From an optimization exercise on the open Yosys and OpenROAD flow, aimed at small area and a short achievable clock period; shortcuts taken in it are not production practice. Function was not checked in any run shown here: the RTL went through the layout flow alone.

### design/flow/run.sh
#!/bin/bash
# synth_recipe.tcl (not shown) runs the flow's synth.tcl, then flattens the netlist and writes it again
# the make line also repeats each setting of config.mk as NAME=value (left out here)
make -C /OpenROAD-flow-scripts/flow DESIGN_CONFIG=/design/flow/config.mk WORK_HOME=/design/flow/orfs CLKGATE_MAP_FILE= SYNTH_SCRIPT=/design/flow/synth_recipe.tcl finish
### design/flow/config.mk
export PLATFORM = sky130hd
export DESIGN_NAME = encoder
export DESIGN_NICKNAME = encoder
export VERILOG_FILES = /design/flow/design.v
export SDC_FILE = /design/flow/constraint.sdc
export NUM_CORES = 8
export LEC_CHECK = 0
export CAP_MARGIN = 60
export CORE_MARGIN = 2
export CORE_UTILIZATION = 40
export SLEW_MARGIN = 60
### design/flow/constraint.sdc
create_clock -name core_clock -period 14.0 [get_ports {clk}]
set_input_delay 2.8000 -clock core_clock [delete_from_list [all_inputs] [get_ports {clk}]]
set_output_delay 2.8000 -clock core_clock [all_outputs]
set_load 0.01 [all_outputs]
### design/flow/design.v
module encoder (
    input clk,
    input rst_n,
    input [31:0] data_in,
    output logic [31:0] data_out
);
    logic [7:0] cnt;
    logic [127:0] par;            
    logic [3:0][7:0] enc;         
    logic [1:0] u;
    logic [5:0] v;
    logic [7:0] cnt_nxt;
    logic acc;
    assign u = cnt[7:6];
    assign v = cnt[5:0];
    assign cnt_nxt = (cnt == 8'd254) ? 8'd0 : cnt + 8'd1;
    assign acc = (cnt_nxt[5:0] < 6'd59) || (cnt_nxt[5:0] == 6'd59 && cnt_nxt[7:6] != 2'd3);
    always_ff @(posedge clk) begin
        if (!rst_n) cnt <= 8'd254;
        else cnt <= cnt_nxt;
    end
    always_ff @(posedge clk) begin
        if (acc) enc <= data_in;
    end
    logic [7:0] dl [0:3];
    logic [7:0] el [0:3];
    logic [7:0] cat [0:7];
    always_comb begin
        for (int s = 0; s < 4; s++) begin
            dl[s] = data_out[31 - 8 * s -: 8];
            el[s] = enc[3 - s];
            cat[s] = dl[s];
            cat[s + 4] = el[s];
        end
    end
    logic [3:0][7:0] slot;
    logic [31:0] fb;              
    logic [127:0] peff;
    logic [127:0] mp;
    logic [127:0] pnew;
    logic en;
    logic first;
    assign first = (v == 6'd0);
    assign en = (v <= 6'd59);
    assign peff[127:96] = first ? 32'd0 : par[127:96];
    assign peff[95:64] = par[95:64];
    assign peff[63:0] = (cnt == 8'd254) ? 64'd0 : par[63:0];
    always_comb begin
        for (int j = 0; j < 4; j++) begin
            slot[j] = cat[j + 3 - u];
            if (j == 0 && first) slot[j] = 8'd0;
        end
        for (int e = 0; e < 4; e++)
            fb[8 * e +: 8] = en ? (peff[8 * (12 + e) +: 8] ^ slot[3 - e]) : 8'd0;
        pnew = {peff[95:0], 32'd0} ^ mp;
    end
    always_ff @(posedge clk) begin
        par <= pnew;
    end
    logic [208:0] cx;
    assign cx[0] = fb[4] ^ fb[21];
    assign cx[1] = fb[20] ^ fb[31];
    assign cx[2] = fb[9] ^ fb[23];
    assign cx[3] = fb[6] ^ fb[8];
    assign cx[4] = fb[5] ^ fb[28];
    assign cx[5] = fb[0] ^ fb[18];
    assign cx[6] = fb[7] ^ fb[30];
    assign cx[7] = fb[3] ^ fb[11];
    assign cx[8] = fb[1] ^ fb[19];
    assign cx[9] = fb[16] ^ fb[24];
    assign cx[10] = fb[2] ^ fb[22];
    assign cx[11] = fb[15] ^ fb[25];
    assign cx[12] = fb[17] ^ fb[29];
    assign cx[13] = fb[10] ^ fb[13];
    assign cx[14] = fb[26] ^ fb[27];
    assign cx[15] = fb[14] ^ cx[3];
    assign cx[16] = fb[12] ^ cx[0];
    assign cx[17] = fb[16] ^ cx[2];
    assign cx[18] = fb[10] ^ cx[9];
    assign cx[19] = fb[3] ^ cx[6];
    assign cx[20] = fb[4] ^ fb[12];
    assign cx[21] = cx[1] ^ cx[8];
    assign cx[22] = fb[14] ^ fb[17];
    assign cx[23] = fb[5] ^ cx[13];
    assign cx[24] = cx[5] ^ cx[7];
    assign cx[25] = fb[25] ^ cx[10];
    assign cx[26] = fb[24] ^ cx[4];
    assign cx[27] = fb[8] ^ fb[22];
    assign cx[28] = fb[7] ^ fb[15];
    assign cx[29] = fb[6] ^ cx[1];
    assign cx[30] = fb[27] ^ fb[29];
    assign cx[31] = fb[18] ^ cx[12];
    assign cx[32] = fb[1] ^ cx[11];
    assign cx[33] = fb[13] ^ fb[30];
    assign cx[34] = fb[19] ^ cx[6];
    assign cx[35] = fb[2] ^ cx[2];
    assign cx[36] = fb[12] ^ fb[21];
    assign cx[37] = fb[26] ^ cx[15];
    assign cx[38] = fb[0] ^ fb[4];
    assign cx[39] = fb[9] ^ fb[16];
    assign cx[40] = fb[8] ^ fb[20];
    assign cx[41] = cx[0] ^ cx[4];
    assign cx[42] = cx[3] ^ cx[14];
    assign cx[43] = fb[23] ^ cx[9];
    assign cx[44] = fb[24] ^ cx[5];
    assign cx[45] = fb[28] ^ cx[10];
    assign cx[46] = fb[22] ^ cx[7];
    assign cx[47] = fb[31] ^ cx[8];
    assign cx[48] = fb[11] ^ fb[17];
    assign cx[49] = fb[1] ^ fb[31];
    assign cx[50] = cx[11] ^ cx[19];
    assign cx[51] = fb[19] ^ cx[1];
    assign cx[52] = fb[5] ^ fb[13];
    assign cx[53] = fb[2] ^ fb[9];
    assign cx[54] = fb[15] ^ cx[16];
    assign cx[55] = fb[20] ^ cx[13];
    assign cx[56] = cx[6] ^ cx[7];
    assign cx[57] = fb[3] ^ fb[26];
    assign cx[58] = fb[10] ^ cx[2];
    assign cx[59] = fb[23] ^ cx[18];
    assign cx[60] = fb[27] ^ cx[0];
    assign cx[61] = fb[7] ^ fb[28];
    assign cx[62] = fb[0] ^ cx[20];
    assign cx[63] = fb[18] ^ cx[7];
    assign cx[64] = cx[14] ^ cx[17];
    assign cx[65] = cx[4] ^ cx[16];
    assign cx[66] = fb[21] ^ cx[12];
    assign cx[67] = fb[29] ^ cx[14];
    assign cx[68] = fb[6] ^ cx[11];
    assign cx[69] = cx[4] ^ cx[5];
    assign cx[70] = fb[9] ^ cx[25];
    assign cx[71] = fb[29] ^ cx[37];
    assign cx[72] = fb[10] ^ cx[34];
    assign cx[73] = fb[7] ^ cx[32];
    assign cx[74] = fb[5] ^ fb[26];
    assign cx[75] = fb[25] ^ cx[12];
    assign cx[76] = fb[31] ^ cx[30];
    assign cx[77] = fb[22] ^ cx[5];
    assign cx[78] = cx[8] ^ cx[26];
    assign cx[79] = fb[20] ^ cx[15];
    assign cx[80] = fb[1] ^ fb[27];
    assign cx[81] = fb[27] ^ cx[9];
    assign cx[82] = fb[14] ^ cx[27];
    assign cx[83] = fb[25] ^ cx[13];
    assign cx[84] = fb[3] ^ cx[29];
    assign cx[85] = fb[29] ^ cx[3];
    assign cx[86] = cx[23] ^ cx[28];
    assign cx[87] = cx[0] ^ cx[44];
    assign cx[88] = fb[2] ^ fb[23];
    assign cx[89] = fb[30] ^ cx[22];
    assign cx[90] = fb[4] ^ cx[15];
    assign cx[91] = cx[1] ^ cx[22];
    assign cx[92] = fb[21] ^ cx[31];
    assign cx[93] = cx[2] ^ cx[20];
    assign cx[94] = cx[10] ^ cx[52];
    assign cx[95] = fb[13] ^ cx[61];
    assign cx[96] = fb[25] ^ cx[36];
    assign cx[97] = fb[28] ^ cx[21];
    assign cx[98] = fb[24] ^ cx[8];
    assign cx[99] = fb[13] ^ fb[17];
    assign cx[100] = fb[11] ^ cx[35];
    assign cx[101] = cx[9] ^ cx[41];
    assign cx[102] = cx[15] ^ cx[46];
    assign cx[103] = cx[1] ^ cx[27];
    assign cx[104] = fb[0] ^ cx[55];
    assign cx[105] = fb[8] ^ cx[21];
    assign cx[106] = fb[3] ^ cx[4];
    assign cx[107] = fb[21] ^ cx[58];
    assign cx[108] = fb[22] ^ cx[33];
    assign cx[109] = fb[7] ^ cx[11];
    assign cx[110] = cx[24] ^ cx[39];
    assign cx[111] = fb[26] ^ cx[5];
    assign cx[112] = fb[30] ^ cx[16];
    assign cx[113] = fb[19] ^ cx[50];
    assign cx[114] = fb[6] ^ fb[14];
    assign cx[115] = fb[10] ^ cx[28];
    assign cx[116] = cx[9] ^ cx[29];
    assign cx[117] = fb[2] ^ fb[30];
    assign cx[118] = cx[19] ^ cx[49];
    assign cx[119] = cx[23] ^ cx[32];
    assign cx[120] = fb[26] ^ cx[26];
    assign cx[121] = fb[5] ^ cx[12];
    assign cx[122] = fb[18] ^ cx[19];
    assign cx[123] = fb[11] ^ cx[39];
    assign cx[124] = cx[60] ^ cx[99];
    assign cx[125] = cx[8] ^ cx[25];
    assign cx[126] = fb[18] ^ cx[23];
    assign cx[127] = fb[24] ^ cx[10];
    assign cx[128] = fb[10] ^ cx[7];
    assign cx[129] = fb[1] ^ cx[104];
    assign cx[130] = cx[16] ^ cx[48];
    assign cx[131] = cx[24] ^ cx[34];
    assign cx[132] = fb[23] ^ cx[54];
    assign cx[133] = cx[13] ^ cx[26];
    assign cx[134] = cx[17] ^ cx[74];
    assign cx[135] = cx[5] ^ cx[43];
    assign cx[136] = fb[31] ^ cx[11];
    assign cx[137] = fb[28] ^ cx[38];
    assign cx[138] = fb[16] ^ fb[22];
    assign cx[139] = cx[69] ^ cx[80];
    assign cx[140] = fb[4] ^ cx[47];
    assign cx[141] = fb[31] ^ cx[73];
    assign cx[142] = cx[7] ^ cx[89];
    assign cx[143] = fb[14] ^ cx[14];
    assign cx[144] = fb[6] ^ fb[11];
    assign cx[145] = cx[15] ^ cx[33];
    assign cx[146] = fb[24] ^ fb[27];
    assign cx[147] = cx[53] ^ cx[92];
    assign cx[148] = cx[85] ^ cx[110];
    assign cx[149] = fb[20] ^ cx[131];
    assign cx[150] = cx[17] ^ cx[25];
    assign cx[151] = cx[30] ^ cx[35];
    assign cx[152] = cx[1] ^ cx[20];
    assign cx[153] = cx[10] ^ cx[43];
    assign cx[154] = fb[19] ^ cx[14];
    assign cx[155] = cx[36] ^ cx[98];
    assign cx[156] = fb[21] ^ cx[22];
    assign cx[157] = cx[12] ^ cx[18];
    assign cx[158] = cx[12] ^ cx[46];
    assign cx[159] = fb[1] ^ cx[13];
    assign cx[160] = cx[36] ^ cx[63];
    assign cx[161] = fb[8] ^ cx[14];
    assign cx[162] = fb[24] ^ cx[2];
    assign cx[163] = fb[30] ^ cx[58];
    assign cx[164] = fb[19] ^ cx[17];
    assign cx[165] = cx[51] ^ cx[81];
    assign cx[166] = cx[4] ^ cx[7];
    assign cx[167] = fb[29] ^ cx[42];
    assign cx[168] = cx[12] ^ cx[68];
    assign cx[169] = cx[6] ^ cx[23];
    assign cx[170] = cx[30] ^ cx[39];
    assign cx[171] = fb[0] ^ cx[16];
    assign cx[172] = fb[15] ^ cx[5];
    assign cx[173] = cx[11] ^ cx[103];
    assign cx[174] = fb[9] ^ cx[62];
    assign cx[175] = cx[28] ^ cx[59];
    assign cx[176] = fb[7] ^ cx[106];
    assign cx[177] = cx[2] ^ cx[45];
    assign cx[178] = cx[27] ^ cx[76];
    assign cx[179] = cx[38] ^ cx[56];
    assign cx[180] = fb[17] ^ cx[24];
    assign cx[181] = fb[21] ^ cx[24];
    assign cx[182] = cx[5] ^ cx[40];
    assign cx[183] = cx[6] ^ cx[94];
    assign cx[184] = cx[19] ^ cx[42];
    assign cx[185] = cx[8] ^ cx[101];
    assign cx[186] = fb[23] ^ cx[121];
    assign cx[187] = fb[1] ^ fb[17];
    assign cx[188] = cx[50] ^ cx[78];
    assign cx[189] = fb[28] ^ cx[75];
    assign cx[190] = fb[13] ^ cx[82];
    assign cx[191] = fb[16] ^ cx[111];
    assign cx[192] = cx[33] ^ cx[69];
    assign cx[193] = cx[4] ^ cx[20];
    assign cx[194] = cx[2] ^ cx[77];
    assign cx[195] = cx[93] ^ cx[169];
    assign cx[196] = cx[6] ^ cx[26];
    assign cx[197] = cx[12] ^ cx[65];
    assign cx[198] = cx[40] ^ cx[80];
    assign cx[199] = cx[18] ^ cx[41];
    assign cx[200] = cx[11] ^ cx[56];
    assign cx[201] = cx[18] ^ cx[61];
    assign cx[202] = cx[31] ^ cx[164];
    assign cx[203] = fb[19] ^ cx[18];
    assign cx[204] = fb[4] ^ cx[95];
    assign cx[205] = fb[8] ^ cx[53];
    assign cx[206] = cx[3] ^ cx[17];
    assign cx[207] = cx[29] ^ cx[66];
    assign cx[208] = cx[105] ^ cx[112];
    assign mp[0] = fb[14] ^ cx[69] ^ cx[117] ^ cx[165];
    assign mp[1] = fb[0] ^ fb[3] ^ cx[66] ^ cx[68] ^ cx[97];
    assign mp[2] = fb[0] ^ fb[7] ^ cx[47] ^ cx[67] ^ cx[82] ^ cx[101];
    assign mp[3] = fb[14] ^ cx[47] ^ cx[168] ^ cx[194];
    assign mp[4] = cx[4] ^ cx[49] ^ cx[143] ^ cx[175];
    assign mp[5] = fb[2] ^ fb[11] ^ fb[28] ^ cx[81] ^ cx[168];
    assign mp[6] = fb[12] ^ cx[19] ^ cx[189] ^ cx[191];
    assign mp[7] = cx[14] ^ cx[31] ^ cx[33] ^ cx[140];
    assign mp[8] = fb[12] ^ cx[86] ^ cx[102] ^ cx[165];
    assign mp[9] = cx[11] ^ cx[17] ^ cx[79] ^ cx[95] ^ cx[130];
    assign mp[10] = cx[110] ^ cx[154] ^ cx[207];
    assign mp[11] = fb[15] ^ cx[41] ^ cx[49] ^ cx[145] ^ cx[180];
    assign mp[12] = fb[2] ^ fb[4] ^ cx[40] ^ cx[63] ^ cx[159] ^ cx[170];
    assign mp[13] = fb[0] ^ cx[65] ^ cx[142] ^ cx[203] ^ cx[205];
    assign mp[14] = fb[9] ^ cx[3] ^ cx[31] ^ cx[46] ^ cx[119] ^ cx[152];
    assign mp[15] = fb[26] ^ cx[16] ^ cx[34] ^ cx[100] ^ cx[114] ^ cx[126];
    assign mp[16] = fb[31] ^ cx[5] ^ cx[9] ^ cx[42] ^ cx[48] ^ cx[70] ^ cx[204];
    assign mp[17] = fb[12] ^ fb[25] ^ cx[8] ^ cx[31] ^ cx[58] ^ cx[143] ^ cx[176];
    assign mp[18] = cx[12] ^ cx[39] ^ cx[72] ^ cx[173];
    assign mp[19] = fb[6] ^ fb[28] ^ cx[6] ^ cx[25] ^ cx[43] ^ cx[55] ^ cx[60];
    assign mp[20] = fb[3] ^ cx[52] ^ cx[87] ^ cx[114] ^ cx[151];
    assign mp[21] = fb[10] ^ fb[22] ^ cx[90] ^ cx[188];
    assign mp[22] = fb[29] ^ cx[38] ^ cx[74] ^ cx[100] ^ cx[109] ^ cx[116];
    assign mp[23] = fb[5] ^ cx[18] ^ cx[96] ^ cx[184] ^ cx[187];
    assign mp[24] = fb[13] ^ fb[14] ^ fb[20] ^ fb[23] ^ cx[25] ^ cx[160];
    assign mp[25] = fb[19] ^ fb[24] ^ cx[57] ^ cx[132] ^ cx[190];
    assign mp[26] = fb[5] ^ cx[24] ^ cx[54] ^ cx[146] ^ cx[205];
    assign mp[27] = fb[18] ^ cx[8] ^ cx[79] ^ cx[100] ^ cx[199];
    assign mp[28] = cx[15] ^ cx[86] ^ cx[202];
    assign mp[29] = fb[9] ^ cx[48] ^ cx[72] ^ cx[79] ^ cx[172];
    assign mp[30] = cx[5] ^ cx[21] ^ cx[36] ^ cx[115] ^ cx[123];
    assign mp[31] = cx[10] ^ cx[48] ^ cx[55] ^ cx[155];
    assign mp[32] = fb[3] ^ cx[60] ^ cx[182] ^ cx[201];
    assign mp[33] = fb[9] ^ fb[11] ^ cx[27] ^ cx[75] ^ cx[185];
    assign mp[34] = cx[150] ^ cx[184] ^ cx[197];
    assign mp[35] = cx[108] ^ cx[134] ^ cx[207];
    assign mp[36] = fb[22] ^ cx[43] ^ cx[84] ^ cx[89] ^ cx[137];
    assign mp[37] = cx[87] ^ cx[141] ^ cx[186];
    assign mp[38] = fb[16] ^ fb[18] ^ fb[30] ^ cx[3] ^ cx[74] ^ cx[125];
    assign mp[39] = fb[7] ^ fb[17] ^ cx[35] ^ cx[84] ^ cx[154];
    assign mp[40] = fb[27] ^ cx[2] ^ cx[21] ^ cx[28] ^ cx[62] ^ cx[166];
    assign mp[41] = fb[2] ^ cx[65] ^ cx[85] ^ cx[129];
    assign mp[42] = fb[0] ^ cx[30] ^ cx[45] ^ cx[51] ^ cx[132] ^ cx[145];
    assign mp[43] = fb[11] ^ fb[19] ^ cx[16] ^ cx[30] ^ cx[33] ^ cx[82];
    assign mp[44] = cx[8] ^ cx[81] ^ cx[179] ^ cx[190];
    assign mp[45] = fb[8] ^ cx[4] ^ cx[9] ^ cx[32] ^ cx[35] ^ cx[62] ^ cx[91];
    assign mp[46] = fb[6] ^ cx[57] ^ cx[119] ^ cx[147];
    assign mp[47] = cx[10] ^ cx[14] ^ cx[24] ^ cx[72] ^ cx[90];
    assign mp[48] = cx[56] ^ cx[59] ^ cx[65] ^ cx[178];
    assign mp[49] = fb[31] ^ cx[17] ^ cx[75] ^ cx[108] ^ cx[144] ^ cx[193];
    assign mp[50] = fb[18] ^ fb[28] ^ cx[0] ^ cx[9] ^ cx[14] ^ cx[99] ^ cx[102];
    assign mp[51] = fb[9] ^ cx[89] ^ cx[136] ^ cx[181] ^ cx[203];
    assign mp[52] = fb[23] ^ cx[14] ^ cx[66] ^ cx[182] ^ cx[188];
    assign mp[53] = fb[30] ^ cx[70] ^ cx[87] ^ cx[97] ^ cx[167];
    assign mp[54] = cx[4] ^ cx[19] ^ cx[25] ^ cx[67] ^ cx[105] ^ cx[107];
    assign mp[55] = cx[0] ^ cx[7] ^ cx[29] ^ cx[45] ^ cx[67] ^ cx[163];
    assign mp[56] = fb[11] ^ cx[13] ^ cx[103] ^ cx[112] ^ cx[135];
    assign mp[57] = fb[11] ^ fb[22] ^ cx[22] ^ cx[47] ^ cx[52] ^ cx[96] ^ cx[162];
    assign mp[58] = fb[11] ^ fb[24] ^ cx[0] ^ cx[37] ^ cx[117] ^ cx[136];
    assign mp[59] = cx[0] ^ cx[40] ^ cx[64] ^ cx[126] ^ cx[200];
    assign mp[60] = fb[17] ^ fb[19] ^ cx[64] ^ cx[79] ^ cx[192];
    assign mp[61] = fb[9] ^ fb[27] ^ cx[15] ^ cx[92] ^ cx[97] ^ cx[115];
    assign mp[62] = fb[15] ^ fb[18] ^ fb[21] ^ fb[29] ^ cx[40] ^ cx[45] ^ cx[72] ^ cx[123];
    assign mp[63] = cx[36] ^ cx[51] ^ cx[158] ^ cx[163];
    assign mp[64] = cx[61] ^ cx[63] ^ cx[150] ^ cx[156] ^ cx[198];
    assign mp[65] = fb[10] ^ cx[45] ^ cx[54] ^ cx[57] ^ cx[202];
    assign mp[66] = fb[14] ^ fb[29] ^ cx[6] ^ cx[53] ^ cx[83] ^ cx[185];
    assign mp[67] = cx[49] ^ cx[107] ^ cx[167] ^ cx[172] ^ cx[196];
    assign mp[68] = fb[14] ^ fb[19] ^ fb[30] ^ cx[59] ^ cx[84] ^ cx[92];
    assign mp[69] = cx[34] ^ cx[48] ^ cx[87] ^ cx[173];
    assign mp[70] = cx[21] ^ cx[77] ^ cx[96] ^ cx[134];
    assign mp[71] = fb[17] ^ fb[21] ^ cx[8] ^ cx[42] ^ cx[104] ^ cx[153];
    assign mp[72] = fb[17] ^ cx[98] ^ cx[102] ^ cx[109] ^ cx[171];
    assign mp[73] = fb[20] ^ fb[26] ^ cx[44] ^ cx[73] ^ cx[93] ^ cx[94];
    assign mp[74] = fb[23] ^ cx[20] ^ cx[48] ^ cx[86] ^ cx[127] ^ cx[161];
    assign mp[75] = cx[28] ^ cx[78] ^ cx[124] ^ cx[194];
    assign mp[76] = cx[24] ^ cx[40] ^ cx[88] ^ cx[115] ^ cx[197];
    assign mp[77] = fb[5] ^ cx[8] ^ cx[16] ^ cx[108] ^ cx[148];
    assign mp[78] = fb[6] ^ cx[10] ^ cx[21] ^ cx[22] ^ cx[195];
    assign mp[79] = fb[2] ^ fb[14] ^ cx[29] ^ cx[43] ^ cx[86] ^ cx[181];
    assign mp[80] = fb[2] ^ cx[64] ^ cx[113] ^ cx[193];
    assign mp[81] = cx[12] ^ cx[14] ^ cx[38] ^ cx[84] ^ cx[133];
    assign mp[82] = fb[15] ^ cx[24] ^ cx[35] ^ cx[71] ^ cx[155];
    assign mp[83] = fb[23] ^ cx[27] ^ cx[120] ^ cx[129];
    assign mp[84] = fb[0] ^ cx[54] ^ cx[56] ^ cx[71] ^ cx[78];
    assign mp[85] = cx[30] ^ cx[32] ^ cx[116] ^ cx[174] ^ cx[183];
    assign mp[86] = fb[0] ^ fb[6] ^ cx[83] ^ cx[88] ^ cx[118] ^ cx[120] ^ cx[156];
    assign mp[87] = cx[63] ^ cx[67] ^ cx[90] ^ cx[127] ^ cx[141];
    assign mp[88] = fb[21] ^ cx[1] ^ cx[10] ^ cx[37] ^ cx[59] ^ cx[106];
    assign mp[89] = cx[60] ^ cx[109] ^ cx[158] ^ cx[206];
    assign mp[90] = cx[16] ^ cx[22] ^ cx[53] ^ cx[116] ^ cx[122];
    assign mp[91] = fb[19] ^ fb[20] ^ cx[22] ^ cx[68] ^ cx[88] ^ cx[191] ^ cx[204];
    assign mp[92] = fb[6] ^ fb[27] ^ cx[31] ^ cx[45] ^ cx[47] ^ cx[175];
    assign mp[93] = cx[88] ^ cx[149] ^ cx[189];
    assign mp[94] = fb[29] ^ cx[44] ^ cx[57] ^ cx[208];
    assign mp[95] = fb[5] ^ cx[21] ^ cx[33] ^ cx[60] ^ cx[70];
    assign mp[96] = fb[13] ^ fb[22] ^ cx[37] ^ cx[174] ^ cx[196];
    assign mp[97] = fb[0] ^ cx[15] ^ cx[23] ^ cx[73] ^ cx[76] ^ cx[162];
    assign mp[98] = fb[11] ^ fb[16] ^ cx[10] ^ cx[62] ^ cx[119];
    assign mp[99] = cx[177] ^ cx[179] ^ cx[187];
    assign mp[100] = cx[13] ^ cx[44] ^ cx[71] ^ cx[118] ^ cx[177];
    assign mp[101] = fb[10] ^ fb[14] ^ cx[140] ^ cx[151] ^ cx[200];
    assign mp[102] = fb[15] ^ cx[117] ^ cx[120] ^ cx[128] ^ cx[152];
    assign mp[103] = fb[25] ^ cx[3] ^ cx[7] ^ cx[16] ^ cx[52] ^ cx[76];
    assign mp[104] = cx[70] ^ cx[149] ^ cx[157];
    assign mp[105] = fb[25] ^ fb[26] ^ cx[59] ^ cx[180] ^ cx[208];
    assign mp[106] = fb[16] ^ cx[23] ^ cx[67] ^ cx[118] ^ cx[171];
    assign mp[107] = fb[18] ^ cx[21] ^ cx[83] ^ cx[90] ^ cx[170] ^ cx[176];
    assign mp[108] = fb[14] ^ fb[18] ^ cx[41] ^ cx[57] ^ cx[68] ^ cx[138];
    assign mp[109] = fb[19] ^ cx[28] ^ cx[38] ^ cx[42] ^ cx[138] ^ cx[186];
    assign mp[110] = fb[17] ^ fb[20] ^ cx[6] ^ cx[139] ^ cx[206];
    assign mp[111] = cx[3] ^ cx[47] ^ cx[147] ^ cx[201];
    assign mp[112] = cx[9] ^ cx[34] ^ cx[46] ^ cx[71] ^ cx[83] ^ cx[93];
    assign mp[113] = fb[11] ^ cx[11] ^ cx[91] ^ cx[161] ^ cx[195];
    assign mp[114] = cx[41] ^ cx[113] ^ cx[135] ^ cx[178];
    assign mp[115] = fb[7] ^ fb[12] ^ cx[91] ^ cx[159] ^ cx[166];
    assign mp[116] = fb[8] ^ cx[10] ^ cx[107] ^ cx[111] ^ cx[113];
    assign mp[117] = cx[21] ^ cx[27] ^ cx[38] ^ cx[64] ^ cx[128];
    assign mp[118] = fb[10] ^ cx[26] ^ cx[35] ^ cx[130] ^ cx[198];
    assign mp[119] = cx[70] ^ cx[85] ^ cx[133] ^ cx[160];
    assign mp[120] = fb[2] ^ cx[17] ^ cx[50] ^ cx[51] ^ cx[124];
    assign mp[121] = cx[57] ^ cx[77] ^ cx[91] ^ cx[199];
    assign mp[122] = fb[1] ^ cx[1] ^ cx[148] ^ cx[183];
    assign mp[123] = fb[12] ^ cx[32] ^ cx[55] ^ cx[114] ^ cx[146];
    assign mp[124] = cx[51] ^ cx[64] ^ cx[137] ^ cx[142];
    assign mp[125] = cx[1] ^ cx[54] ^ cx[139] ^ cx[157];
    assign mp[126] = cx[66] ^ cx[125] ^ cx[144] ^ cx[192];
    assign mp[127] = fb[12] ^ cx[21] ^ cx[71] ^ cx[122] ^ cx[153];
    logic [7:0] sw [0:7];
    logic [3:0] msg;
    logic [31:0] dnext;
    always_comb begin
        for (int i = 0; i < 8; i++) begin
            sw[i] = par[8 * (15 - i) +: 8];
            if (i >= 4 && v == 6'd59) sw[i] = pnew[8 * (19 - i) +: 8];
        end
        for (int s = 0; s < 4; s++) begin
            msg[s] = (v <= 6'd58) || (v == 6'd59 && s < 3 - u) || (v == 6'd63 && s >= 3 - u);
            dnext[31 - 8 * s -: 8] = msg[s] ? el[s] : sw[s + u + 1];
        end
    end
    always_ff @(posedge clk) begin
        data_out <= dnext;
    end
endmodule
==> results of run 1 <==
## final timing paths
kind / startpoint / to / cells after the start
worst min-delay path: par[33] / par[65] / 2
worst max-delay path: cnt[6] / data_out[4] / 13
worst max register to register: cnt[6] / data_out[4] / 13
worst min register to register: par[33] / par[65] / 2
## worst register-to-register path: stages, from the launching register on
cell     delay, ps
dfxtp_4        600
buf_12         250
buf_4          450
mux4_2         670
xnor3_1        290
nor2_1         160
xnor3_1        400
nor2_4         330
xor2_1         510
xnor3_1        540
xnor2_1        200
mux4_2         530
a22oi_1        160
o21ai_1         80
## cell type report
| class | count | area share |
|---|---|---|
| clock buffers | 17 | 0.0214 |
| clock inverters | 15 | 0.00755 |
| inverters | 13 | 0.00252 |
| multi-input cells | 1459 | 0.651 |
| flip-flops and latches | 200 | 0.218 |
| well taps | 539 | 0.0339 |
| repair buffers | 140 | 0.0656 |
## per-layer routing
metal  share of wire  vias to the layer above  track usage
met4           0.075                        2        0.222
met5         0.00018                        -            0
met1            0.42                     6589        0.438
met3            0.10                      229       0.0729
li1                -                     5928            -
met2            0.41                      877        0.458
## flip-flops by register name, summed over array words and instances, names as in the netlist
register	flops
par	128
cnt	8
data_out	32
enc	32
## cells in the mapped netlist, drive strengths merged, types with 8 or more instances
| library cell | count | area (µm²) |
|---|---|---|
| xor2 | 233 | 2080 |
| o21ai | 81 | 413 |
| clkbuf | 52 | 195 |
| edfxtp | 32 | 961 |
| mux2i | 31 | 339 |
| dfxtp | 168 | 3360 |
| nand2 | 128 | 485 |
| inv | 10 | 37.5 |
| a21oi | 36 | 180 |
| nor2 | 109 | 472 |
| nor3 | 17 | 85.1 |
| mux4 | 31 | 698 |
| xnor2 | 600 | 5290 |
| xnor3 | 54 | 1220 |
| buf | 29 | 158 |
| and2 | 8 | 50.1 |
| nand3 | 12 | 60.1 |
| mux2 | 12 | 135 |
| a31oi | 8 | 50.1 |
## logic make-up after synthesis
kind of cell	after synthesis	share of synthesized area
XOR/XNOR	893	0.508
AO/OA/AOI/OAI	188	0.0680
multiplexers	74	0.0683
adder cells (fa/ha/maj)	3	0.00219
buffers and inverters	94	0.0234
flip-flops	200	0.252
AND/OR/NAND/NOR	301	0.0776
## metrics by stage
stage	util	area, µm²	setup WS, ps
6_report	0.472	19900	8720
3_5_place_dp	0.456	19200	8650
2_1_floorplan	-	17200	9450
3_3_place_gp	0.441	18600	7940
4_1_cts	0.470	19800	8610
5_1_grt	0.472	19900	8510
==> results.yml, run 1 <==
die:
  dieHeight_um: 211
  fp-row-count: 75
  io-pin-count: 66
  die-area_mm2: 0.0446
  start_util: 0.407
  core_mm2: 0.0421
  die_w_um: 211
route:
  firstDrtPassIters: 5
  drt_iter0_markers: 1931
  wirelength_um: 70900
  wl_per_cell_um: 29.7
  ant_nets: 0
  viasPerCell: 5.72
  drc_errors: 0
  num_vias: 13600
place:
  port_buffers: 65
  dp.final_hpwl_um: 54200
  dp.cells: 2348
  routabilityCongestion: 1.04
synth:
  syn_area_mm2: 0.0172
  seq_area_frac_synth: 0.252
  synth-main-ff-cell: "dfxtp_1"
  ys.warnings.count: 9
  synth-edff-count: 32
  synth_seq_cells: 200
  postSynthCellCount: 1753
  syn_area_per_cell_um2: 9.79
  ys_types: 70
  async_flop_share: 0
  synth_fp_nets: 1790
clock_network:
  cts_hold_buf: 0
  cts.sinks: 200
  cts-resized-gates: 0
  cts_tree: "done"
  htreeDepth: 4
  postCtsSetupBuffers: 0
  clk_latency_ps: 520
  cts-root-buf: "clkbuf_16"
  clk_path_buf_depth: 2
  clk_pin_slew_ps: 80
  cts_buffers: 17
worst_setup_path:
  worstPathMaxFanout: 33
  cp.required_ps: 14410
  worst-path-buf-inv: 2
  slowest_delay_ps: 650
  cpLargestDelayFamily: "XOR/XNOR gates"
  critPathKind: "flip-flop to flip-flop"
  arrival_ps: 5690
  r2r_setup_slack_ps: 8720
  crit_chain: "buf_12, buf_4, mux4_2, xnor3_1, nor2_1, xnor3_1, nor2_4, xor2_1, xnor3_1, xnor2_1, mux4_2, a22oi_1, o21ai_1"
  cp-start-kind: "flip-flop"
  cp_common_cell: "xnor3_1"
  endpoint_kind: "flip-flop"
  slowest_stage: "mux4_2"
grt:
  antenna_found_initial: 2
  grt_first_pass_wirelength_um: 99800
  grt_overflow_total: 0
  grt_pass1_vias: 13200
  track_usage: 0.324
  grt_max_degree: 71
timing:
  min_period_ps: 5280
  timing.final.crit_share: 0.377
  setup_violations: 0
  fin_skew_ps: 13.2
  fmax_mhz: 189
  hold_viol_final: 0
  rsz0062_at_grt: "false"
  maxSlewViolCount: 0
  slew_headroom: 0.569
  whs_ps: 475
  fin_setup_tns_ps: 0
  tightest_slew_ps: 642
finish:
  drive_gt1_frac: 0.137
  fillers: 4026
  multiInputGateArea_mm2: 0.0129
  area_growth_pct: 15.9
  finalNonFillerCells: 2383
  diodes: 0
  final_common_cell: "xnor2_1"
  final_cell_mix: "xnor2_1 (565), xor2_1 (222), dfxtp_1 (166)"
  seqCellArea_mm2: 0.00433
  nets: 1868
status:
  status: "finished clean"
run:
  drv_cap: 0
min_path:
  holdCritPathClass: "flip-flop to flip-flop"
==> run 2: changes to the inputs <==
--- a/design/flow/config.mk
+++ b/design/flow/config.mk
@@ -7,5 +7,5 @@
 export LEC_CHECK = 0
-export CAP_MARGIN = 60
+export CAP_MARGIN = 85
 export CORE_MARGIN = 2
 export CORE_UTILIZATION = 40
-export SLEW_MARGIN = 60
+export SLEW_MARGIN = 85
==> run 2 against run 1 <==
- cell area is 51% higher
- die area stayed put
- clock skew is 6.9 ps higher
- hold slack worse by 7.6 ps
- non-clock buffer count is 542 higher
- critical path depth is 21 higher
- register-to-register slack worse by 6900 ps
- critical endpoint is now data_out[10]
- highest routed layer unchanged
==> results.yml, run 2 <==
status:
  status: "finished clean"
die:
  io-pin-count: 66
  die_w_um: 211
  start_util: 0.407
  fp-row-count: 75
  die-area_mm2: 0.0446
  core_mm2: 0.0421
  dieHeight_um: 211
synth:
  synth_fp_nets: 1790
  synth-compound-area-share: 0.0680
  yosysMostFrequentCell: "xnor2_1"
  seq_area_frac_synth: 0.252
  ys_types: 70
  ys.warnings.count: 9
  ys_top_cells_by_area: "xnor2_1 (30%), dfxtp_1 (20%), xor2_1 (12%)"
  async_flop_share: 0
  synth_top_cell_by_area: "xnor2_1"
  synthTopCellsByCount: "xnor2_1 (596), xor2_1 (229), dfxtp_1 (168)"
  syn_area_per_cell_um2: 9.79
  muxShareOfSynthArea: 0.0683
  syn_area_mm2: 0.0172
  synth_top_area_frac: 0.304
  synthXorXnorAreaFrac: 0.508
  synth-edff-count: 32
  synthAdderAreaFrac: 0.00219
  synth-main-ff-cell: "dfxtp_1"
  synth_top_family_by_area: "XOR/XNOR gates"
  yosys.area_share.simple: 0.0776
  synth_seq_cells: 200
  postSynthCellCount: 1753
timing:
  slew_headroom: 0.497
  setup_violations: 0
  hold_viol_final: 0
  fin_skew_ps: 20.1
  fin_setup_tns_ps: 0
  min_period_ps: 12190
  fmax_mhz: 82.0
  timing.final.crit_share: 0.871
  tightest_slew_ps: 751
  maxSlewViolCount: 0
  rsz0062_at_grt: "false"
worst_setup_path:
  slowest_stage: "mux4_4"
  cp_common_cell: "clkdlybuf4s50_1"
  cp.required_ps: 14410
  slowest_delay_ps: 780
  cp-start-kind: "flip-flop"
  arrival_ps: 12600
  worst-path-buf-inv: 23
  endpoint_kind: "flip-flop"
  r2r_setup_slack_ps: 1810
  worstPathMaxFanout: 16
  critPathKind: "flip-flop to flip-flop"
  cpLargestDelayFamily: "buffers and inverters"
route:
  drt_iter0_markers: 2728
  wl_per_cell_um: 32.9
  ant_nets: 0
  firstDrtPassIters: 8
  drc_errors: 0
  wirelength_um: 96400
  num_vias: 17700
  viasPerCell: 6.06
run:
  drv_cap: 0
clock_network:
  cts_buffers: 17
  htreeDepth: 4
  postCtsSetupBuffers: 0
  clk_latency_ps: 520
  cts.sinks: 200
  clk_path_buf_depth: 2
  cts-root-buf: "clkbuf_16"
  clk_pin_slew_ps: 80
  cts-resized-gates: 0
  cts_tree: "done"
  cts_hold_buf: 0
place:
  routabilityCongestion: 1.04
  port_buffers: 65
  postPlaceCellArea_mm2: 0.0272
  dp.final_hpwl_um: 66400
finish:
  largest_register_ffs: 128
  fillers: 2546
  stdcell_area_mm2: 0.0300
  final_cell_mix: "xnor2_2 (327), xnor2_1 (215), buf_1 (190)"
  top_regs: "par (128), data_out (32), enc (32)"
  multiInputGateArea_mm2: 0.0193
  final_common_cell: "xnor2_2"
  drive_gt1_frac: 0.541
  nets: 2410
  final_util: 0.711
  regMostFlops: "par"
  area_growth_pct: 74.6
  seqCellArea_mm2: 0.00443
grt:
  antenna_found_initial: 3
  grt_first_pass_wirelength_um: 119000
  track_usage: 0.386
  grt_pass1_vias: 17000
  grt_max_degree: 23
  grt_overflow_total: 0
min_path:
  holdCritPathClass: "flip-flop to flip-flop"
==> run 2: metal layers <==
metal	routed length, µm	vias to the layer above	GRT usage
met5	156	-	0
met4	10800	6	0.328
met3	14600	688	0.129
met2	38700	1575	0.546
met1	32100	8531	0.473
li1	-	6939	-
==> run 2: cell families (layout without fill, tap and decap cells) <==
family                     Yosys count  after routing
xor gates and xnor gates           893            893
and+or+nand+nor                    301            301
DFF                                200            200
AOI/OAI and AO/OA                  188            188
buffers and inverters               94            727
muxes                               74             74
adders and majority gates            3              3
other                                0              2
==> run 2: cell type report <==
| type | count | share of cell area |
|---|---|---|
| Timing Repair Buffer | 682 | 0.162 |
| Multi-Input combinational cell | 1459 | 0.645 |
| Sequential cell | 200 | 0.148 |
| Tap cell | 539 | 0.0225 |
| Clock inverter | 13 | 0.00530 |
| Antenna cell | 2 | 0.000167 |
| Clock buffer | 19 | 0.0152 |
| Inverter | 13 | 0.00196 |
==> run 2: path summary, 6_finish.rpt <==
check             startpoint            to  cells past startpoint
setup reg to reg      cnt[6]  data_out[10]                     34
hold / removal       par[33]       par[65]                      2
setup / recovery      cnt[6]  data_out[10]                     34
hold reg to reg      par[33]       par[65]                      2
==> run 2: worst min-delay path: cells and delay by family (launching register included) <==
kind / cells / cell delay (ps)
flops: 1 / 310
simple gates: 1 / 70
xor+xnor: 1 / 70
==> run 2: metrics by stage <==
stage / cells / worst slack (ps) / hold slack, ps
4_1_cts: 2873 / 7530 / 460
3_5_place_dp: 2841 / 7560 / 460
2_1_floorplan: 1753 / 9450 / 439
6_report: 2927 / 1810 / 467
5_1_grt: 2925 / 1660 / 492
3_3_place_gp: 2332 / 7940 / 462
==> run 3: changes to the inputs <==
--- a/design/flow/design.v
+++ b/design/flow/design.v
@@ -6,13 +6,11 @@
 );
-    logic [7:0] cnt;
-    logic [127:0] par;            
-    logic [3:0][7:0] enc;         
-    logic [1:0] u;
-    logic [5:0] v;
+    logic [7:0] cnt;              
     logic [7:0] cnt_nxt;
-    logic acc;
+    logic [1:0] u, un;
+    logic [5:0] v, vn;
+    assign cnt_nxt = (cnt == 8'd254) ? 8'd0 : cnt + 8'd1;
     assign u = cnt[7:6];
     assign v = cnt[5:0];
-    assign cnt_nxt = (cnt == 8'd254) ? 8'd0 : cnt + 8'd1;
-    assign acc = (cnt_nxt[5:0] < 6'd59) || (cnt_nxt[5:0] == 6'd59 && cnt_nxt[7:6] != 2'd3);
+    assign un = cnt_nxt[7:6];
+    assign vn = cnt_nxt[5:0];
     always_ff @(posedge clk) begin
@@ -21,2 +19,10 @@
     end
+    logic ptop;
+    always_ff @(posedge clk) begin
+        if (!rst_n) ptop <= 1'b0;
+        else ptop <= (vn != 6'd0) && (vn <= 6'd59);
+    end
+    logic acc;
+    assign acc = (vn < 6'd59) || (vn == 6'd59 && un != 2'd3);
+    logic [3:0][7:0] enc;         
     always_ff @(posedge clk) begin
@@ -24,23 +30,28 @@
     end
-    logic [7:0] dl [0:3];
     logic [7:0] el [0:3];
-    logic [7:0] cat [0:7];
+    logic [7:0] cat [0:7];        
     always_comb begin
         for (int s = 0; s < 4; s++) begin
-            dl[s] = data_out[31 - 8 * s -: 8];
             el[s] = enc[3 - s];
-            cat[s] = dl[s];
-            cat[s + 4] = el[s];
+            cat[s] = enc[3 - s];
+            cat[s + 4] = data_in[31 - 8 * s -: 8];
         end
     end
-    logic [3:0][7:0] slot;
-    logic [31:0] fb;              
+    logic [3:0][7:0] rot;
+    logic [3:0][7:0] rot_d;
+    always_comb begin
+        for (int j = 0; j < 4; j++) begin
+            rot_d[j] = cat[j + 3 - un];
+            if ((j == 0 && vn == 6'd0) || vn > 6'd59 || !rst_n) rot_d[j] = 8'd0;
+        end
+    end
+    always_ff @(posedge clk) begin
+        rot <= rot_d;
+    end
+    logic [127:0] par;            
     logic [127:0] peff;
+    logic [31:0] fb;              
     logic [127:0] mp;
     logic [127:0] pnew;
-    logic en;
-    logic first;
-    assign first = (v == 6'd0);
-    assign en = (v <= 6'd59);
-    assign peff[127:96] = first ? 32'd0 : par[127:96];
+    assign peff[127:96] = ptop ? par[127:96] : 32'd0;
     assign peff[95:64] = par[95:64];
@@ -48,13 +59,6 @@
     always_comb begin
-        for (int j = 0; j < 4; j++) begin
-            slot[j] = cat[j + 3 - u];
-            if (j == 0 && first) slot[j] = 8'd0;
-        end
         for (int e = 0; e < 4; e++)
-            fb[8 * e +: 8] = en ? (peff[8 * (12 + e) +: 8] ^ slot[3 - e]) : 8'd0;
+            fb[8 * e +: 8] = peff[8 * (12 + e) +: 8] ^ rot[3 - e];
         pnew = {peff[95:0], 32'd0} ^ mp;
     end
-    always_ff @(posedge clk) begin
-        par <= pnew;
-    end
     logic [208:0] cx;
@@ -397,13 +401,26 @@
     assign mp[127] = fb[12] ^ cx[21] ^ cx[71] ^ cx[122] ^ cx[153];
-    logic [7:0] sw [0:7];
+    always_ff @(posedge clk) begin
+        par <= pnew;
+    end
     logic [3:0] msg;
+    logic s59;
+    logic [3:0] uoh;
+    logic [7:0] wr [0:3];
+    logic [7:0] wn [0:3];
     logic [31:0] dnext;
     always_comb begin
-        for (int i = 0; i < 8; i++) begin
-            sw[i] = par[8 * (15 - i) +: 8];
-            if (i >= 4 && v == 6'd59) sw[i] = pnew[8 * (19 - i) +: 8];
-        end
+        s59 = (v == 6'd59);
+        for (int i = 0; i < 4; i++) uoh[i] = (u == i);
         for (int s = 0; s < 4; s++) begin
             msg[s] = (v <= 6'd58) || (v == 6'd59 && s < 3 - u) || (v == 6'd63 && s >= 3 - u);
-            dnext[31 - 8 * s -: 8] = msg[s] ? el[s] : sw[s + u + 1];
+            wr[s] = 8'd0;
+            wn[s] = 8'd0;
+            for (int k = 0; k < 4; k++) begin
+                wr[s] = wr[s] | ({8{uoh[k]}} & par[8 * (15 - (s + k + 1)) +: 8]);
+                if (s + k + 1 >= 4)
+                    wn[s] = wn[s] | ({8{uoh[k]}} & pnew[8 * (19 - (s + k + 1)) +: 8]);
+            end
+            dnext[31 - 8 * s -: 8] = ({8{msg[s]}} & el[s])
+                                   | ({8{!msg[s] && s59}} & wn[s])
+                                   | ({8{!msg[s] && !s59}} & wr[s]);
         end
--- a/design/flow/config.mk
+++ b/design/flow/config.mk
@@ -7,5 +7,5 @@
 export LEC_CHECK = 0
-export CAP_MARGIN = 85
+export CAP_MARGIN = 20
 export CORE_MARGIN = 2
 export CORE_UTILIZATION = 40
-export SLEW_MARGIN = 85
+export SLEW_MARGIN = 20
==> run 3 against run 2 <==
- critical endpoint is now data_out[8]
- clock skew grew 5.3 ps
- still clean on timing, DRC and antenna
- flip-flop and latch count rose by 33
- global-route usage down 8.9 points
- cell area is 31% lower
==> results.yml, run 3 <==
grt:
  grt_first_pass_wirelength_um: 99200
  track_usage: 0.297
  grt_overflow_total: 0
  grt_max_degree: 60
  grt_pass1_vias: 13400
  antenna_found_initial: 0
route:
  ant_nets: 0
  wl_per_cell_um: 28.4
  drt_iter0_markers: 1760
  viasPerCell: 5.47
  firstDrtPassIters: 8
  num_vias: 13500
  drc_errors: 0
  wirelength_um: 70300
worst_setup_path:
  slowest_stage: "xnor2_1"
  r2r_setup_slack_ps: 9570
  worstPathMaxFanout: 32
  arrival_ps: 4950
  worstReg2RegEnd: "data_out[8]"
  endpoint_kind: "flip-flop"
  critPathKind: "flip-flop to flip-flop"
  crit_chain: "nand2_1, xor2_2, xor3_1, xnor2_1, xor2_1, xnor2_1, a221oi_1, nand2_1"
  slowest_delay_ps: 1000
  worstReg2RegStart: "ptop"
  worst-r2r-cell-count: 8
  cp.required_ps: 14520
  cp-start-kind: "flip-flop"
synth:
  ys.warnings.count: 5
  yosysMostFrequentCell: "xnor2_1"
  postSynthCellCount: 1821
  async_flop_share: 0
  synth_fp_nets: 1857
  synth-edff-count: 32
  synth_seq_cells: 233
  seq_area_frac_synth: 0.275
  ys_top_cells_by_area: "xnor2_1 (29%), dfxtp_1 (22%), xor2_1 (11%)"
  synth_top_area_frac: 0.292
  syn_area_mm2: 0.0181
  synth_top_cell_by_area: "xnor2_1"
  syn_area_per_cell_um2: 9.95
  synth-main-ff-cell: "dfxtp_1"
  ys_types: 64
  synthTopCellsByCount: "xnor2_1 (603), nand2_1 (237), xor2_1 (229)"
finish:
  final_common_cell: "xnor2_1"
  diodes: 0
  drive_gt1_frac: 0.101
  area_growth_pct: 13.4
  final_util: 0.462
  nets: 1898
  seqCellArea_mm2: 0.00499
  final_cell_mix: "xnor2_1 (597), nand2_1 (236), xor2_1 (225)"
  stdcell_area_mm2: 0.0206
  regMostFlops: "par"
  multiInputGateArea_mm2: 0.0128
  fillers: 4255
  largest_register_ffs: 128
clock_network:
  clk_pin_slew_ps: 60
  clk_latency_ps: 600
  htreeDepth: 1
  cts-resized-gates: 0
  cts.sinks: 233
  cts-root-buf: "clkbuf_16"
  cts_buffers: 29
  cts_tree: "done"
  cts_hold_buf: 0
  clk_path_buf_depth: 3
  postCtsSetupBuffers: 0
timing:
  setup_violations: 0
  tightest_slew_ps: 1260
  fmax_mhz: 226
  setup_ws_ps: 9570
  min_period_ps: 4430
  rsz0062_at_grt: "false"
  maxSlewViolCount: 0
  slew_headroom: 0.155
  timing.final.crit_share: 0.316
  fin_setup_tns_ps: 0
  hold_viol_final: 0
  fin_skew_ps: 25.4
status:
  status: "finished clean"
min_path:
  holdCritPathClass: "flip-flop to flip-flop"
  holdPathEnd: "data_out[30]"
  hold_depth: 1
  hold_path_startpoint: "enc[30]"
die:
  die-area_mm2: 0.0470
  die_w_um: 217
  dieHeight_um: 217
  start_util: 0.407
  fp-row-count: 77
  core_mm2: 0.0445
  io-pin-count: 66
run:
  drv_cap: 0
place:
  postPlaceCellArea_mm2: 0.0195
  post-place-ws_ps: 9280
  dp.final_hpwl_um: 54100
  port_buffers: 65
  routabilityCongestion: 1.05
run 3: changes by cell type after synthesis, sizes merged, moves of 14 or more:
cell / before / now
nand2: 128 / 238
nor2: 109 / 52
o21ai: 81 / 30
dfxtp: 168 / 201
mux4: 31 / 6
xnor2: 600 / 622
xor2: 233 / 255
a211oi: 4 / 22
a311oi: 0 / 16
mux2: 12 / 28
nor3: 17 / 1
a21oi: 36 / 22
run 3: critical path: cells and delay by family, from the launching register on:
| kind | cells | cell delay, ps |
|---|---|---|
| compound gates | 1 | 150 |
| flops | 1 | 720 |
| simple gates | 2 | 280 |
| xor+xnor | 5 | 3190 |
run 3: worst max-delay path by stage:
stage	from	end	slack, ps
floorplan	rst_n	rot[0]	10140
global placement	rst_n	rot[1]	9340
detailed placement	rst_n	rot[4]	9280
CTS	data_out[26]	data_out[26]	9670
global route	cnt[7]	enc[31]	9460
finish	ptop	data_out[8]	9570
run 3: per-layer routing:
layer  global-route usage  wire [µm]
met4                0.169       4770
met3               0.0471       6490
met2                0.454      30200
met5                    0          0
met1                0.399      28800
run 3: layout make-up:
class,instances,area share
tap,592,0.0360
sequential,233,0.243
timing repair buffer,104,0.0459
inverter,5,0.000913
clock inverter,11,0.0121
clock buffer,41,0.0404
multi-input combinational,1489,0.622
run 3: cell families (layout without fill, tap and decap cells):
family                     after synthesis  after routing  synth area share
adders and majority gates                2              2           0.00138
xor gates and xnor gates               934            934             0.520
muxes                                   65             65            0.0420
and+or+nand+nor                        342            342            0.0782
buffers and inverters                   99            161            0.0251
AOI/OAI and AO/OA                      146            146            0.0580
DFF                                    233            233             0.275
run 3: through the flow:
step | std cells | hold WS (ps)
6_report | 2475 | 525
5_1_grt | 2475 | 560
4_1_cts | 2475 | 530
3_5_place_dp | 2423 | 520
3_3_place_gp | 2423 | 503
2_1_floorplan | 1821 | 450
==> run 4: changes to the inputs <==
--- a/design/flow/config.mk
+++ b/design/flow/config.mk
@@ -9,3 +9,3 @@
 export CORE_MARGIN = 2
-export CORE_UTILIZATION = 40
+export CORE_UTILIZATION = 70
 export SLEW_MARGIN = 20
==> run 4 against run 3 <==
- critical path type unchanged
- clock skew fell by 3.5 ps
- hold slack got worse by 12 ps
- synthesized area did not move
- cell area fell by 2.4%
- non-clock buffer count did not move
- via count rose by 4.6%
- critical path depth rose by 1
- flip-flop and latch count did not move
- first-iteration DRC count rose by 20%
==> results.yml, run 4 <==
timing:
  setup_violations: 0
  hold_viol_final: 0
  slew_headroom: 0.138
  fin_setup_tns_ps: 0
  maxSlewViolCount: 0
  rsz0062_at_grt: "false"
  timing.final.crit_share: 0.317
  min_period_ps: 4440
  fmax_mhz: 225
  tightest_slew_ps: 1290
  setup_ws_ps: 9560
  whs_ps: 513
  fin_skew_ps: 21.8
synth:
  synthAdderAreaFrac: 0.00138
  synth_top_cell_by_area: "xnor2_1"
  synth_fp_nets: 1857
  yosys.area_share.simple: 0.0782
  syn_area_mm2: 0.0181
  seq_area_frac_synth: 0.275
  synth-compound-area-share: 0.0580
  syn_area_per_cell_um2: 9.95
  yosysMostFrequentCell: "xnor2_1"
  muxShareOfSynthArea: 0.0420
  ys.warnings.count: 5
  postSynthCellCount: 1821
  synthTopCellsByCount: "xnor2_1 (603), nand2_1 (237), xor2_1 (229)"
  synth-edff-count: 32
  async_flop_share: 0
  ys_types: 64
  synth_top_area_frac: 0.292
  synth_top_family_by_area: "XOR/XNOR gates"
  ys_top_cells_by_area: "xnor2_1 (29%), dfxtp_1 (22%), xor2_1 (11%)"
  synth-main-ff-cell: "dfxtp_1"
  synthXorXnorAreaFrac: 0.520
  synth_seq_cells: 233
finish:
  final_cell_mix: "xnor2_1 (596), nand2_1 (236), xor2_1 (226)"
  nets: 1895
  final_common_cell: "xnor2_1"
  largest_register_ffs: 128
  area_growth_pct: 10.7
  drive_gt1_frac: 0.0995
  diodes: 0
  regMostFlops: "par"
  finalNonFillerCells: 2209
worst_setup_path:
  endpoint_kind: "flip-flop"
  worstPathMaxFanout: 81
  cp-start-kind: "flip-flop"
  arrival_ps: 4860
  cp.required_ps: 14420
  critPathKind: "flip-flop to flip-flop"
route:
  wirelength_um: 67200
  drt_iter0_markers: 2108
  drc_errors: 0
  num_vias: 14200
  viasPerCell: 6.41
  wl_per_cell_um: 30.4
  ant_nets: 0
  firstDrtPassIters: 8
clock_network:
  clk_path_buf_depth: 3
  cts-root-buf: "clkbuf_16"
  cts_buffers: 26
  postCtsSetupBuffers: 0
  clk_pin_slew_ps: 60
  cts.sinks: 233
  cts-resized-gates: 0
  htreeDepth: 1
  cts_tree: "done"
  cts_hold_buf: 0
  clk_latency_ps: 560
die:
  io-pin-count: 66
  die_w_um: 165
  start_util: 0.715
  dieHeight_um: 165
  core_mm2: 0.0253
  die-area_mm2: 0.0272
  fp-row-count: 58
place:
  port_buffers: 65
  post-place-ws_ps: 9310
  routabilityCongestion: 1.11
  dp.cells: 2161
  dp.final_hpwl_um: 49500
grt:
  grt_max_degree: 82
  track_usage: 0.504
  antenna_found_initial: 0
  grt_first_pass_wirelength_um: 95800
  grt_overflow_total: 0
  grt_pass1_vias: 14000
min_path:
  holdCritPathClass: "flip-flop to flip-flop"
run:
  drv_cap: 0
status:
  status: "finished clean"
[run 4: cell counts after synthesis]
Identical to the previous run, type by type.
[run 4: final timing paths]
path	from	cells after the start	slack, ps	end
setup reg to reg	ptop	9	9560	data_out[4]
hold reg to reg	enc[26]	1	510	data_out[26]
hold / removal	enc[26]	1	510	data_out[26]
setup / recovery	ptop	9	9560	data_out[4]
[run 4: cells by family (layout without fill, tap and decap cells)]
group	count (synthesis)	after routing
xor gates and xnor gates	934	934
adders and majority gates	2	2
muxes	65	65
DFF	233	233
AOI/OAI and AO/OA	146	146
buffers and inverters	99	157
and+or+nand+nor	342	342
[run 4: cell type report]
| class | instances | area [µm²] |
|---|---|---|
| Clock buffer | 35 | 746 |
| Clock inverter | 13 | 166 |
| Fill cell | 1692 | 5270 |
| Inverter | 5 | 18.8 |
| Multi-Input combinational cell | 1489 | 12800 |
| Sequential cell | 233 | 4990 |
| Tap cell | 330 | 413 |
| Timing Repair Buffer | 104 | 943 |
[run 4: worst max-delay path: stages, from the launching register on]
cell,delay [ps]
dfxtp_2,320
buf_4,610
nand2_1,220
xor2_2,570
xor3_1,890
xnor2_1,770
xnor2_1,250
xnor3_1,290
a221oi_1,260
nand2_1,80
[run 4: metal layers]
layer	GRT usage	vias to the layer above	wire [µm]
li1	-	5984	-
met1	0.602	6629	23200
met2	0.729	1177	27700
met3	0.169	362	9170
met4	0.424	0	7160
met5	0	-	0
[run 4: through the flow]
step | utilization | cell area, µm²
after floorplan | - | 18100
after global placement | 0.754 | 19100
final | 0.792 | 20100
after global routing | 0.792 | 20100
after detailed placement | 0.755 | 19100
after CTS | 0.791 | 20000
==> run 5: changes to the inputs <==
--- a/design/flow/config.mk
+++ b/design/flow/config.mk
@@ -9,3 +9,3 @@
 export CORE_MARGIN = 2
-export CORE_UTILIZATION = 70
+export CORE_UTILIZATION = 85
 export SLEW_MARGIN = 20
==> run 5 against run 4 <==
- the flow now stops in global routing (5_1_grt)
- synthesized cell count unchanged
- synthesized area unchanged
==> results.yml, run 5 <==
die:
  fp-row-count: 53
  start_util: 0.865
  dieHeight_um: 150
  die_w_um: 150
  io-pin-count: 66
grt:
  grt_first_pass_wirelength_um: 124000
  grt_pass1_vias: 18200
  grt_max_degree: 82
  grt_overflow_total: 21
  track_usage: 0.767
synth:
  postSynthCellCount: 1821
  yosysMostFrequentCell: "xnor2_1"
  ys_types: 64
  synth_top_area_frac: 0.292
  synth-main-ff-cell: "dfxtp_1"
  ys.warnings.count: 5
  synth_top_cell_by_area: "xnor2_1"
  seq_area_frac_synth: 0.275
  synth_fp_nets: 1857
  syn_area_mm2: 0.0181
  ys_top_cells_by_area: "xnor2_1 (29%), dfxtp_1 (22%), xor2_1 (11%)"
  syn_area_per_cell_um2: 9.95
  synthTopCellsByCount: "xnor2_1 (603), nand2_1 (237), xor2_1 (229)"
  async_flop_share: 0
  synth_seq_cells: 233
  synth-edff-count: 32
clock_network:
  cts_hold_buf: 0
  cts-root-buf: "clkbuf_16"
  htreeDepth: 1
  cts-resized-gates: 0
  clk_path_buf_depth: 3
  postCtsSetupBuffers: 0
  cts_buffers: 25
  cts.sinks: 233
place:
  port_buffers: 65
  post-place-ws_ps: 9320
  postPlaceCellArea_mm2: 0.0190
  dp.final_hpwl_um: 48400
  routabilityCongestion: 1.21
status:
  status: "did not finish"
  error: "[ERROR GRT-0116] Global routing finished with congestion. Check the congestion regions in the DRC Viewer."
  failing_step: "global routing (5_1_grt)"
run 5: cell counts after synthesis:
No cell type changed its count.
run 5: cell families after synthesis:
group | Yosys count | share of synthesized area
xor gates and xnor gates | 934 | 0.520
and+or+nand+nor | 342 | 0.0782
DFF | 233 | 0.275
AOI/OAI and AO/OA | 146 | 0.0580
buffers and inverters | 99 | 0.0251
muxes | 65 | 0.0420
adders and majority gates | 2 | 0.00138
run 5: worst max-delay path by stage:
stage / to / slack (ps) / depth (start not counted)
2_1_floorplan: rot[0] / 10140 / 5
3_3_place_gp: rot[4] / 9430 / 4
3_5_place_dp: rot[7] / 9320 / 4
4_1_cts: data_out[14] / 9600 / 8
run 5: layer usage:
metal | GRT overflow | track usage
met1 | 0 | 0.757
met2 | 10 | 0.912
met3 | 0 | 0.647
met4 | 11 | 0.751
met5 | 0 | 0.423
run 5: metrics by stage:
step,util,std cells,hold slack (ps)
after CTS,0.945,2145,521
after global placement,0.905,2098,488
after floorplan,-,1821,450
after detailed placement,0.905,2099,494
==> run 6: changes to the inputs <==
--- a/design/flow/config.mk
+++ b/design/flow/config.mk
@@ -7,5 +7,5 @@
 export LEC_CHECK = 0
-export CAP_MARGIN = 20
+export CAP_MARGIN = 60
 export CORE_MARGIN = 2
-export CORE_UTILIZATION = 85
-export SLEW_MARGIN = 20
+export CORE_UTILIZATION = 40
+export SLEW_MARGIN = 60
==> run 6 against run 5 <==
- the run now finishes clean
- synthesized cell count is the same
- synthesized area is the same
==> results.yml, run 6 <==
status:
  status: "finished clean"
die:
  start_util: 0.407
  core_mm2: 0.0445
  die-area_mm2: 0.0470
  die_w_um: 217
  io-pin-count: 66
  dieHeight_um: 217
  fp-row-count: 77
synth:
  ys_top_cells_by_area: "xnor2_1 (29%), dfxtp_1 (22%), xor2_1 (11%)"
  syn_area_mm2: 0.0181
  synth_seq_cells: 233
  postSynthCellCount: 1821
  synth-edff-count: 32
  yosysMostFrequentCell: "xnor2_1"
  synth_fp_nets: 1857
  ys_types: 64
  synth-main-ff-cell: "dfxtp_1"
  seq_area_frac_synth: 0.275
  syn_area_per_cell_um2: 9.95
  synth_top_area_frac: 0.292
  ys.warnings.count: 5
  synth_top_cell_by_area: "xnor2_1"
  synthTopCellsByCount: "xnor2_1 (603), nand2_1 (237), xor2_1 (229)"
  async_flop_share: 0
place:
  dp.cells: 2437
  port_buffers: 65
  dp.final_hpwl_um: 55200
  routabilityCongestion: 1.05
worst_setup_path:
  worstPathMaxFanout: 1
  crit_chain: "clkdlybuf4s50_1"
  arrival_ps: 1520
  slowest_delay_ps: 560
  r2r_setup_slack_ps: 10050
  cpLargestDelayFamily: "buffers and inverters"
  worstReg2RegStart: "ptop"
  slowest_stage: "clkdlybuf4s50_1"
  cp.required_ps: 11200
  setup.worst_path.start: "data_out[26]"
  worst-r2r-cell-count: 8
  worstReg2RegEnd: "data_out[2]"
  critPathKind: "flip-flop to primary output"
  cp-start-kind: "flip-flop"
  cp-endpoint: "data_out[26]"
  cp_num_cells: 1
  worst-path-buf-inv: 1
  endpoint_kind: "primary output"
finish:
  diodes: 0
  seqCellArea_mm2: 0.00500
  multiInputGateArea_mm2: 0.0136
  drive_gt1_frac: 0.149
  final_util: 0.482
  final_common_cell: "xnor2_1"
  final_cell_mix: "xnor2_1 (562), nand2_1 (235), xor2_1 (207)"
  nets: 1915
  largest_register_ffs: 128
  finalNonFillerCells: 2494
  fillers: 4175
  regMostFlops: "par"
  area_growth_pct: 18.4
clock_network:
  postCtsSetupBuffers: 0
  cts.sinks: 233
  cts-root-buf: "clkbuf_16"
  cts_tree: "done"
  cts-resized-gates: 0
  cts_buffers: 29
  clk_pin_slew_ps: 60
  clk_path_buf_depth: 3
  htreeDepth: 1
  cts_hold_buf: 0
  clk_latency_ps: 610
grt:
  grt_max_degree: 60
  antenna_found_initial: 0
  track_usage: 0.301
  grt_first_pass_wirelength_um: 100000
  grt_pass1_vias: 13500
  grt_overflow_total: 0
timing:
  rsz0062_at_grt: "false"
  fin_setup_tns_ps: 0
  min_period_ps: 4320
  slew_headroom: 0.583
  timing.final.crit_share: 0.308
  tightest_slew_ps: 622
  fmax_mhz: 232
  fin_skew_ps: 33.2
  setup_violations: 0
  maxSlewViolCount: 0
  hold_viol_final: 0
min_path:
  hold_depth: 1
  holdCritPathClass: "flip-flop to flip-flop"
route:
  firstDrtPassIters: 7
  num_vias: 13700
  ant_nets: 0
  viasPerCell: 5.49
  wl_per_cell_um: 28.4
  drc_errors: 0
  drt_iter0_markers: 1612
  wirelength_um: 70800
run:
  drv_cap: 0
==> run 6: worst min-delay path by stage <==
| stage | startpoint | end | slack [ps] |
|---|---|---|---|
| 3_5_place_dp | enc[30] | data_out[30] | 530 |
| 6_report | enc[30] | data_out[30] | 540 |
| 2_1_floorplan | par[66] | par[98] | 450 |
| 4_1_cts | enc[26] | data_out[26] | 550 |
| 3_3_place_gp | enc[30] | data_out[30] | 500 |
| 5_1_grt | enc[26] | data_out[26] | 570 |
==> run 6: per-stage QoR <==
stage               worst slack [ps]  cell area [µm²]  hold slack [ps]
detailed placement              9520            20300              526
finish                          9680            21500              544
floorplan                      10140            18100              450
global route                    9660            21500              569
global placement                9340            19500              503
CTS                             9660            21300              546
==> run 6: area by class of cell <==
type,instances,share of cell area
clock buffer,34,0.0361
clock inverter,20,0.0113
inverter,5,0.000933
multi-input combinational,1489,0.633
sequential,233,0.233
tap,592,0.0345
timing repair buffer,121,0.0517
==> run 6: kinds of logic after synthesis <==
kind of cell | count (synthesis) | share of synthesized area
xor gates and xnor gates | 934 | 0.520
and+or+nand+nor | 342 | 0.0782
DFF | 233 | 0.275
AOI/OAI and AO/OA | 146 | 0.0580
buffers and inverters | 99 | 0.0251
muxes | 65 | 0.0420
adders and majority gates | 2 | 0.00138
==> run 6: metal layers <==
| layer | vias to the layer above | global-route usage | wire length [µm] |
|---|---|---|---|
| met1 | 6625 | 0.408 | 29200 |
| li1 | 6030 | - | - |
| met3 | 226 | 0.0414 | 6260 |
| met5 | - | 0 | 0 |
| met2 | 812 | 0.456 | 30200 |
| met4 | 0 | 0.178 | 5240 |

-- re-timing with driven ports --
In the flow no input, the clock included, has a driving cell. The finished layouts below were timed again as built, in two steps. Step 1, drivers: a clkbuf_16 drives clk and a buf_2 each remaining input, both assumed. Step 2 adds t to the input delays and takes it off the output delays; t is the mean of the earliest and latest rising clock arrival at the registers after step 1. Input paths then give back, and output paths get back, about the clock's delay inside the block. Slacks: ideal ports / drivers / drivers and shift; pairs: ideal ports / drivers.
| run | shift t [ns] | setup WS [ns] | worst data-port slew with drivers (ns) |
|---|---|---|---|
| run 1 | 0.572 | 8.720 / 8.720 / 8.720 | 0.04 |
| run 2 | 0.573 | 1.810 / 1.810 / 1.810 | 0.04 |
| run 3 | 0.639 | 9.574 / 9.574 / 9.393 | 0.04 |
| run 4 | 0.607 | 9.562 / 9.562 / 9.301 | 0.04 |
| run 6 | 0.649 | 9.684 / 9.624 / 9.451 | 0.04 |
After both steps setup and hold are still met in every run listed. For run 4, which loses most, drivers alone change the setup slack by 0.000 ns; drivers and shift together by -0.261 ns.
